This design comes from an exercise in tuning for small area and a short achievable clock period on the open sky130 flow, not from production work. In this exercise RTL edits were held to simulation tests only and were not proved equivalent to the original.

## mmu_array
module mmu_array #(
    parameter int N = 4,
    parameter int DW = 8,
    parameter int AW = 32
) (
    input  logic clk,
    input  logic valid_i,
    input  logic [N*DW-1:0] activation_rows,    
    input  logic [N*DW-1:0] weight_columns,     
    output logic valid_o,
    output logic [N*N*AW-1:0] psums             
);
    logic [N-1:0] vq;
    always_ff @(posedge clk) vq <= {vq[N-2:0], valid_i};
    assign valid_o = vq[N-1];
    logic [DW-1:0] a_bus [N][N];
    logic [DW-1:0] w_bus [N][N];
    for (genvar r = 0; r < N; r++) begin : ROW
        for (genvar c = 0; c < N; c++) begin : COL
            logic v;
            if (c == 0) begin : A0
                assign a_bus[r][c] = activation_rows[r*DW +: DW];
                assign v = valid_i;
            end else begin : AQ
                logic [DW-1:0] a_q;
                always_ff @(posedge clk) a_q <= a_bus[r][c-1];
                assign a_bus[r][c] = a_q;
                assign v = vq[c-1];
  ...
Size: roughly 6800 cells after synthesis, about 740 flip-flops.
Settings: LEC_CHECK=0, CAP_MARGIN=20, CORE_MARGIN=2, CORE_UTILIZATION=40, CTS_CLUSTER_DIAMETER=110, CTS_CLUSTER_SIZE=26, SETUP_SLACK_MARGIN=3.5, SLEW_MARGIN=20, TNS_END_PERCENT=10; clock period 8.0 ns.
standard.sh (not shown) runs the stock make flow with config.mk's settings and CLKGATE_MAP_FILE= SYNTH_SCRIPT=/design/flow/synth_recipe.tcl, a recipe that flattens the netlist after the stock synthesis.
==> flow/flow/run.sh <==
#!/bin/bash
# Standard synthesis and layout; the only change is the cell used to buffer the
# ports (buf_2 instead of the resizer's default pick, a slow delay cell).
set -euo pipefail
bash standard.sh "BUFFER_PORTS_ARGS=-buffer_cell sky130_fd_sc_hd__buf_2" finish > standard_flow.log 2>&1
==> next run, changes <==
CORE_UTILIZATION = 60   (was 40)
CTS_CLUSTER_DIAMETER = default   (was 110)
CTS_CLUSTER_SIZE = default   (was 26)
What happened: Design area grows slightly. Wire length shrinks by a little under a tenth.
==> next run, changes <==
==> flow/run.sh (new file) <==
#!/bin/bash
# synth_recipe.tcl (not shown) runs the flow's synth.tcl, then flattens the netlist and writes it again
# the make line also repeats each setting of config.mk as NAME=value (left out here)
make -C /OpenROAD-flow-scripts/flow DESIGN_CONFIG=/design/flow/config.mk WORK_HOME=/design/flow/orfs CLKGATE_MAP_FILE= SYNTH_SCRIPT=/design/flow/synth_recipe.tcl finish
CORE_UTILIZATION = 40   (was 60)
removed: flow/flow/run.sh
removed: flow/standard.sh
Result:
- The new run completed with no timing, DRC or antenna violations
- utilization shrinks by 20 points
- cell area went up by 6.9%
- die area came out higher by 49%
- maximum frequency climbs by 0.68%
- sequential cell count is unchanged
- synthesized cell count is unchanged
- non-clock buffer count goes up by 46
==> next run, changes <==
==> flow/flow/run.sh (new file) <==
#!/bin/bash
# Standard synthesis and layout; the only change is the cell used to buffer the
# ports (buf_2 instead of the resizer's default pick, a slow delay cell).
set -euo pipefail
bash standard.sh "BUFFER_PORTS_ARGS=-buffer_cell sky130_fd_sc_hd__buf_2" finish > standard_flow.log 2>&1
==> flow/standard.sh (new file) <==
#!/bin/bash
# synth_recipe.tcl (not shown) runs the flow's synth.tcl, then flattens the netlist and writes it again
# the make line also repeats each setting of config.mk as NAME=value (left out here)
make -C /OpenROAD-flow-scripts/flow DESIGN_CONFIG=/design/flow/config.mk WORK_HOME=/design/flow/orfs CLKGATE_MAP_FILE= SYNTH_SCRIPT=/design/flow/synth_recipe.tcl "${@:-finish}"
SETUP_SLACK_MARGIN = 5.0   (was 3.5)
TNS_END_PERCENT = 100   (was 10)
removed: flow/run.sh
=> The changed run ran to the end with no violations; clock skew shrinks by 0.017 ns; setup slack improves by 0.047 ns; critical path depth is unchanged; non-clock buffer count grows by 654; via count grows by a little under a tenth; fmax grows slightly.
==> next run, changes <==
CTS_BUF_LIST = sky130_fd_sc_hd__clkbuf_8   (was default)
SETUP_SLACK_MARGIN = 3.5   (was 5.0)
TNS_END_PERCENT = 10   (was 100)
Effect:
- The new run completed without violations
- flip-flop and latch count does not change
- non-clock buffer count is lower by 685
- area after synthesis is unchanged
- die area stays the same
- final area went down by 18%
==> next run, changes <==
==> flow/flow/run.sh (replaced) <==
#!/bin/bash
# Standard synthesis and layout; the only change is the cell used to buffer the
# ports (buf_1 instead of the resizer's default pick, a slow delay cell).
set -euo pipefail
bash standard.sh "BUFFER_PORTS_ARGS=-buffer_cell sky130_fd_sc_hd__buf_1" finish > standard_flow.log 2>&1
CTS_BUF_LIST = default   (was sky130_fd_sc_hd__clkbuf_8)
Via count went down by about 0.6%.
Wire length went down by 1.4%.
Non-clock buffer count went up by 4.
Worst setup slack gets better by 0.029 ns.
Area after synthesis is unchanged.
Maximum frequency came out higher by about 0.6%.
Sequential share of layout area is about the same.
Global-route usage falls by 0.29 points.
Die area is unchanged.

## what the ideal ports hide
In the flow no input, the clock included, has a driving cell. The finished layouts below were timed again as built, in two steps. Step 1 (the two cells are an assumption about what drives the block):
set clk [get_ports {clk}]
set_driving_cell -lib_cell sky130_fd_sc_hd__clkbuf_16 $clk
set_driving_cell -lib_cell sky130_fd_sc_hd__buf_2 [delete_from_list [all_inputs] $clk]
Step 2, shift: input delay + t, output delay - t, t = (earliest + latest rising clock arrival at the registers) / 2. This alone moves slack from input paths to output paths. a / b / c = ideal / step 1 / step 2; a / b = the first two.
| run | t (ns) | slack for setup (ns) | hold WS [ns] | pins driven straight from the clock port |
|---|---|---|---|---|
| the first run | 0.731 | 3.292 / 3.269 / 2.573 | 0.438 / 0.438 / 0.438 | 1 |
| the second run | 0.740 | 3.225 / 3.248 / 2.512 | 0.374 / 0.374 / 0.374 | 1 |
| the third run | 0.768 | 3.257 / 3.177 / 2.545 | 0.431 / 0.431 / 0.431 | 1 |
| the fourth run | 0.780 | 3.305 / 3.232 / 2.627 | 0.426 / 0.426 / 0.426 | 1 |
| the fifth run | 0.970 | 3.210 / 3.140 / 2.388 | 0.438 / 0.438 / 0.438 | 1 |
| the sixth run | 0.783 | 3.239 / 3.207 / 2.424 | 0.443 / 0.443 / 0.443 | 1 |
After both steps setup and hold are still met in every run listed. The setup slack of the fifth run, which loses most, moves by -0.070 ns with the drivers and by -0.822 ns with both steps.
